Context: an optimization exercise on an open-source flow, tuned for small area. The choices shown serve that exercise and are no tape-out recipe. Function was checked by simulation only, so behaviour that the tests miss may differ from the original. No driver is modelled on the clock port, so clock power and skew are understated where the tree is cut down; a real chip needs a root buffer or a tree. Power is estimated from default activity; no workload was simulated.

==> module top_module, before the edit <==
module top_module (input clk, input rst, input tx_start, output tx_pin, input rx_pin, output w_led_ale);
    reg [20:0] ls;
    reg led;
    wire ls_z = (ls[19:0] == 20'd0);
    always @(posedge clk)
        if (rst) begin
            ls  <= 21'd1;
            led <= 1'b0;
        end else begin
            ls  <= {ls[19:0], ls[20] ^ ls[18] ^ ls_z};
            if (ls_z & ~ls[20]) led <= ~led;
        end
    assign w_led_ale = led;
    localparam [7:0] S_END = 8'd241, S_117 = 8'd139, S_232 = 8'd120;
    reg [3:0] h;
    reg [7:0] u;
    reg [7:0] rsh;
    wire r_idle = h[3] & h[1];
    wire u_end  = (u == S_END);
    always @(posedge clk)
        if (rst) h <= 4'd11;
        else if (r_idle) h <= rx_pin ? 4'd11 : 4'd0;
        else if (u_end)  h <= {h[3] | (h[2] & h[1] & h[0]), h[2] ^ (h[1] & h[0]), h[1] ^ h[0], ~h[0]};
    always @(posedge clk)
        if (r_idle) u <= S_117;
        else        u <= {u[6:0], u[7] ^ u[5] ^ u[4] ^ u[3] ^ u_end};
    always @(posedge clk)
        if (!r_idle && u_end && h != 0 && h != 9) rsh <= {rx_pin, rsh[7:1]};
    wire we = (h == 4'd10);
    reg [7:0] mem0, mem1, mem2, mem3;
    reg [1:0] i;
    always @(posedge clk) begin
        if (rst | (we && i == 2'b00)) mem0 <= rst ? 8'h61 : rsh;
        if (rst | (we && i == 2'b01)) mem1 <= rst ? 8'h62 : rsh;
        if (rst | (we && i == 2'b11)) mem2 <= rst ? 8'h63 : rsh;
        if (rst | (we && i == 2'b10)) mem3 <= rst ? 8'h64 : rsh;
    end
    always @(posedge clk)
        if (rst) i <= 0;
        else if (we) i <= {i[0], ~i[1]};
    reg [3:0] b;
    reg [7:0] r;
    reg [7:0] c;
    reg [1:0] j;
    wire r_end = (r == S_END);
    wire load  = (b == 4'd9);
    reg [7:0] rd;
    always @(*)
        case (j)
        2'b00: rd = mem0;
        2'b01: rd = mem1;
        2'b11: rd = mem2;
        default: rd = mem3;
        endcase
    always @(posedge clk)
        if (rst) begin
            b <= 4'd10;
            r <= S_END;
        end else begin
            if (r_end | load) b <= {(b[3] & ~(b[1] & b[0])) | (b[2] & b[1] & b[0]), ~b[3] & (b[2] ^ (b[1] & b[0])), ~(b[3] & b[1] & b[0]) & (b[1] ^ b[0]), ~b[0]};
            if (r_end && b == 4'd8) r <= S_232;
            else r <= {r[6:0], r[7] ^ r[5] ^ r[4] ^ r[3] ^ r_end};
        end
    always @(posedge clk)
        if (rst) j <= 2'd1;
        else if (load) j <= {j[0], ~j[1]};
    always @(posedge clk)
        if (rst | load) c <= rst ? 8'h61 : rd;
    assign tx_pin = b[3] ? ~(b[1] & b[0]) : c[b[2:0]];
endmodule
Settings: LEC_CHECK=0, CAP_MARGIN=20, CORE_MARGIN=2, CORE_UTILIZATION=75, PLACE_DENSITY=0.85, SLEW_MARGIN=20; clock period 10.0 ns.
standard.sh (not shown) runs the stock make flow with config.mk's settings and CLKGATE_MAP_FILE= SYNTH_SCRIPT=/design/flow/synth_recipe.tcl, a recipe that flattens the netlist after the stock synthesis.
==> flow/flow/run.sh <==
#!/bin/bash
# The standard ORFS layout (the standard.sh: standard synthesis, floorplan, placement,
# routing), except that clock tree synthesis is replaced by flow/manual_cts.tcl: the clock
# port drives MCTS_NBUF clock buffers, each driving one cluster of nearby flip-flops.
set -euo pipefail
export MCTS_NBUF=4
export MCTS_BUF=sky130_fd_sc_hd__clkbuf_16
bash standard.sh "PRE_CTS_TCL=$PWD/flow/manual_cts.tcl" finish > standard_flow.log 2>&1
Other scripts of this flow, unchanged in this note and not shown: flow/flow/manual_cts.tcl
==> next run, changes <==
--- a/flow/design.v
+++ b/flow/design.v
@@ -1,13 +1,15 @@
 module top_module (input clk, input rst, input tx_start, output tx_pin, input rx_pin, output w_led_ale);
-    reg [20:0] ls;
+    localparam [20:0] LS_INV = 21'h0aaaaa;
+    reg [20:0] lsq;
     reg led;
+    wire [20:0] ls = lsq ^ LS_INV;
     wire ls_z = (ls[19:0] == 20'd0);
     always @(posedge clk)
         if (rst) begin
-            ls  <= 21'd1;
+            lsq <= 21'd1 ^ LS_INV;
             led <= 1'b0;
         end else begin
-            ls  <= {ls[19:0], ls[20] ^ ls[18] ^ ls_z};
+            lsq <= {ls[19:0], ls[20] ^ ls[18] ^ ls_z} ^ LS_INV;
             if (ls_z & ~ls[20]) led <= ~led;
         end
     assign w_led_ale = led;
@@ -18,14 +20,14 @@
     wire r_idle = h[3] & h[1];
     wire u_end  = (u == S_END);
     always @(posedge clk)
-        if (rst) h <= 4'd11;
-        else if (r_idle) h <= rx_pin ? 4'd11 : 4'd0;
-        else if (u_end)  h <= {h[3] | (h[2] & h[1] & h[0]), h[2] ^ (h[1] & h[0]), h[1] ^ h[0], ~h[0]};
+        if (rst | r_idle | u_end)
+            h <= (rst | (r_idle & rx_pin)) ? 4'd11 : r_idle ? 4'd0 :
+                 {h[3] | (h[2] & h[1] & h[0]), h[2] ^ (h[1] & h[0]), h[1] ^ h[0], ~h[0]};
     always @(posedge clk)
         if (r_idle) u <= S_117;
         else        u <= {u[6:0], u[7] ^ u[5] ^ u[4] ^ u[3] ^ u_end};
     always @(posedge clk)
-        if (!r_idle && u_end && h != 0 && h != 9) rsh <= {rx_pin, rsh[7:1]};
+        if (u_end && h != 9) rsh <= {rx_pin, rsh[7:1]};
     wire we = (h == 4'd10);
     reg [7:0] mem0, mem1, mem2, mem3;
     reg [1:0] i;
What happened: Global-route usage is higher by 2.5 points; final area is lower by 1.3%; die area goes down by 1.0%; clock power stays flat; final cell count went down by 4.7%; sequential power went up by about 3%; synthesized cell count came out lower by 1.9%; worst setup slack is worse by 0.066 ns; total power increases by 5.0%; via count rose by 0.93%; clock skew shrinks by 0.0082 ns; area after synthesis shrinks by 1.1%; wire length grows by 6.7%.
In every run of this note, the design's own scripts or RTL, not TritonCTS, make the clock network.

-- port drivers added, routing unchanged --
Ports are ideal in the flow. The routed layouts listed here were re-timed in OpenROAD. Step 1 sets driving cells, clkbuf_16 on the clock port and buf_2 on the other inputs (assumed; they add their load-dependent delay and slew). Step 2, shift: input delay + t, output delay - t, t = (earliest + latest rising clock arrival at the registers) / 2. This alone moves slack from input paths to output paths. Slacks: ideal / step 1 / step 2; pairs: ideal / step 1.
run	t (ns)	setup WS [ns]	slew at the worst register clock pin (ns)
the first run	0.223	5.986 / 5.911 / 5.815	0.10 / 0.10
the second run	0.226	5.920 / 5.844 / 5.797	0.10 / 0.10
After both steps setup and hold are still met in every run listed. For the first run, which loses most, drivers alone change the setup slack by -0.075 ns; drivers and shift together by -0.171 ns.
